From an optimization exercise on the open Yosys and OpenROAD flow, aimed at small area and a short achievable clock period; shortcuts taken in it are not production practice.
In this exercise RTL edits were held to simulation tests only and were not proved equivalent to the original.
Power figures rest on the tool's default switching activity, not on a simulated workload.

// fp64_add
module fp64_add(input clk, input [63:0] a, input [63:0] b, output [63:0] s);
    wire        sx_d, big_d, sub_d, tie_d, hz_d, lzero_d;
    wire [10:0] ex_d;
    wire [51:0] mx_d;
    wire [52:0] ty_d;
    wire [5:0]  dsh_d;
    reg         sx_q, big_q, sub_q, tie_q, hz_q, lzero_q;
    reg  [10:0] ex_q;
    reg  [51:0] mx_q;
    reg  [52:0] ty_q;
    reg  [5:0]  dsh_q;
    wire [52:0] p_d;
    wire [1:0]  k_d;
    wire [11:0] se_d;
    wire        inf_d;
    reg  [52:0] p_q;
    reg  [1:0]  k_q;
    reg  [11:0] se_q;
    reg         inf_q;
    dfa_pre  u_pre(.a(a), .b(b), .sx(sx_d), .ex(ex_d), .mx(mx_d), .ty(ty_d), .dsh(dsh_d), .big(big_d),
                   .sub(sub_d), .tie(tie_d), .hz(hz_d), .lzero(lzero_d));
    dfa_post u_post(.sx(sx_q), .ex(ex_q), .mx(mx_q), .ty(ty_q), .dsh(dsh_q), .big(big_q), .sub(sub_q),
                    .tie(tie_q), .hz(hz_q), .lzero(lzero_q), .p(p_d), .k(k_d), .se(se_d), .inf(inf_d));
    dfa_out  u_out(.p(p_q), .k(k_q), .inf(inf_q), .m(s[51:0]));
    assign s[63:52] = se_q;
    always @(posedge clk) begin
        sx_q    <= sx_d;
        ex_q    <= ex_d;
        mx_q    <= mx_d;
        ty_q    <= ty_d;
        dsh_q   <= dsh_d;
        big_q   <= big_d;
  ...
clock: 30.0 ns
lec_check: 0
cap_margin: 20
core_margin: 2
core_utilization: 25
slew_margin: 20
standard.sh (not shown) runs the stock make flow with config.mk's settings and CLKGATE_MAP_FILE= SYNTH_SCRIPT=/design/flow/synth_recipe.tcl, a recipe that flattens the netlist after the stock synthesis.
==> flow/flow/run.sh <==
#!/bin/bash
# Layout flow: the standard flow with an area-oriented ABC mapping script
# (flow/abc.script replaces ORFS's abc_speed.script; registers unchanged),
# plain buffers on the ports, a denser floorplan, and timing repair that
# aims for setup slack of 21.5 ns at the design's clock.
set -euo pipefail
cp -r "$FLOW_HOME/scripts" scripts_mod
cp flow/abc.script scripts_mod/abc_speed.script
bash standard.sh SCRIPTS_DIR="$PWD/scripts_mod" \
  "BUFFER_PORTS_ARGS=-buffer_cell sky130_fd_sc_hd__buf_1" \
  CORE_UTILIZATION=45 SETUP_SLACK_MARGIN=21.5 CTS_BUF_LIST=sky130_fd_sc_hd__clkbuf_8 ADDER_MAP_FILE= finish > standard.log 2>&1
==> flow/flow/abc.script <==
strash
dch
map -a
topo
stime -c
The first run ran to the end with no violations.
Next try:
==> flow/flow/abc.script (replaced) <==
strash
&get -n
&dch
&nf -R 1000
&put
topo
stime -c
Effect: The changed run completed without violations. Global-route usage falls by 1.8 points. Count of clock-buffer cells in the layout stays the same. Power rises by 5.1%. Combinational power rises by about 7%. Wire length falls by 3.7%.
Next try:
--- a/flow/flow/run.sh
+++ b/flow/flow/run.sh
@@ -9,3 +9,3 @@
 bash standard.sh SCRIPTS_DIR="$PWD/scripts_mod" \
   "BUFFER_PORTS_ARGS=-buffer_cell sky130_fd_sc_hd__buf_1" \
-  CORE_UTILIZATION=45 SETUP_SLACK_MARGIN=21.5 CTS_BUF_LIST=sky130_fd_sc_hd__clkbuf_8 ADDER_MAP_FILE= finish > standard.log 2>&1
+  CORE_UTILIZATION=45 SETUP_SLACK_MARGIN=21.5 CTS_BUF_LIST=sky130_fd_sc_hd__clkbuf_8 CTS_CLUSTER_SIZE=16 ADDER_MAP_FILE= finish > standard.log 2>&1
==> flow/flow/abc.script (replaced) <==
strash
dch
map -a
topo
stime -c
Final cell count grows by 19%.
Cell area goes up by 0.61%.
Total power came out lower by 4.9%.
Global-route usage rises by 1.8 points.
Non-clock buffer count fell by 9.
Setup slack improved by 0.040 ns.
Core utilization decreases by 0.19 points.
Clock skew decreases by 0.0051 ns.
Next try:
==> flow/flow/run.sh (replaced) <==
#!/bin/bash
# Layout flow: the standard flow with an area-oriented ABC mapping script
# (flow/abc.script replaces ORFS's abc_speed.script; registers unchanged),
# plain buffers on the ports, a denser floorplan, and timing repair that
# aims for setup slack of 22 ns at the design's clock.
set -euo pipefail
cp -r "$FLOW_HOME/scripts" scripts_mod
cp flow/abc.script scripts_mod/abc_speed.script
bash standard.sh SCRIPTS_DIR="$PWD/scripts_mod" \
  "BUFFER_PORTS_ARGS=-buffer_cell sky130_fd_sc_hd__buf_1" \
  CORE_UTILIZATION=45 SETUP_SLACK_MARGIN=22 CTS_BUF_LIST=sky130_fd_sc_hd__clkbuf_8 ADDER_MAP_FILE= finish > standard.log 2>&1
==> flow/flow/abc.script (replaced) <==
strash
&get -n
&dch
&nf -R 1000
&put
topo
stime -c
After rerunning: Critical path depth does not change. Power rose by a quarter to a third. Die area fell slightly. Cell area rose by about a fifth. Utilization rose by 10 points. Global-route usage rose by 0.73 points. Routed wire length rose by roughly a tenth. Setup slack is better by 0.14 ns. Sequential cell count is unchanged.
Next try:
==> flow/flow/run.sh (replaced) <==
#!/bin/bash
# Layout flow: the standard flow with an area-oriented ABC mapping script
# (flow/abc.script replaces ORFS's abc_speed.script; registers unchanged),
# plain buffers on the ports, a denser floorplan, and timing repair that
# aims for setup slack of 21.5 ns at the design's clock.
set -euo pipefail
cp -r "$FLOW_HOME/scripts" scripts_mod
cp flow/abc.script scripts_mod/abc_speed.script
bash standard.sh SCRIPTS_DIR="$PWD/scripts_mod" \
  "BUFFER_PORTS_ARGS=-buffer_cell sky130_fd_sc_hd__buf_1" \
  CORE_UTILIZATION=50 SETUP_SLACK_MARGIN=21.5 CTS_BUF_LIST=sky130_fd_sc_hd__clkbuf_8 ADDER_MAP_FILE= finish > standard.log 2>&1
==> flow/flow/abc.script (replaced) <==
strash
dch
map -a
topo
stime -c
After rerunning: The changed run produced a clean layout; wire length goes down by 13%; critical path depth is lower by 1; worst hold slack gets better by 0.0080 ns; non-clock buffer count falls by 150; register-to-register slack is worse by 0.13 ns; via count came out higher by 8.3%; utilization fell by 4.5 points; sequential share of layout area went up by 3.0 points; total power fell by 24%.

-- separate check: timing with driven ports --
How much do the figures lean on ideal ports? The routed layouts below were timed once more, with nothing changed but the port constraints.
Step 1, drivers: a clkbuf_16 drives clk and a buf_2 each remaining input, both assumed.
Step 2 moves the port delays by t, midway between the first and last clock arrival at a register: inputs arrive t later, outputs are due t later. That takes back most of the time a late clock gives input paths.
Three values: ideal ports, drivers, drivers and shift; two values: the first two.
run | t, ns | slack for setup (ns) | hold WS [ns] | clock arrival spread, ns
the first run | 0.565 | 21.697 / 21.720 / 21.155 | 0.609 / 0.609 / 0.609 | 0.023 / 0.024
the second run | 0.587 | 21.657 / 21.666 / 21.101 | 0.598 / 0.598 / 0.598 | 0.029 / 0.028
the third run | 0.565 | 21.697 / 21.720 / 21.155 | 0.609 / 0.609 / 0.609 | 0.023 / 0.024
the fourth run | 0.579 | 21.840 / 21.825 / 21.257 | 0.600 / 0.600 / 0.600 | 0.017 / 0.017
the fifth run | 0.570 | 21.669 / 21.681 / 21.119 | 0.608 / 0.608 / 0.608 | 0.017 / 0.018
After both steps setup and hold are still met in every run listed. For the fourth run, which loses most, drivers alone change the setup slack by -0.015 ns; drivers and shift together by -0.583 ns.
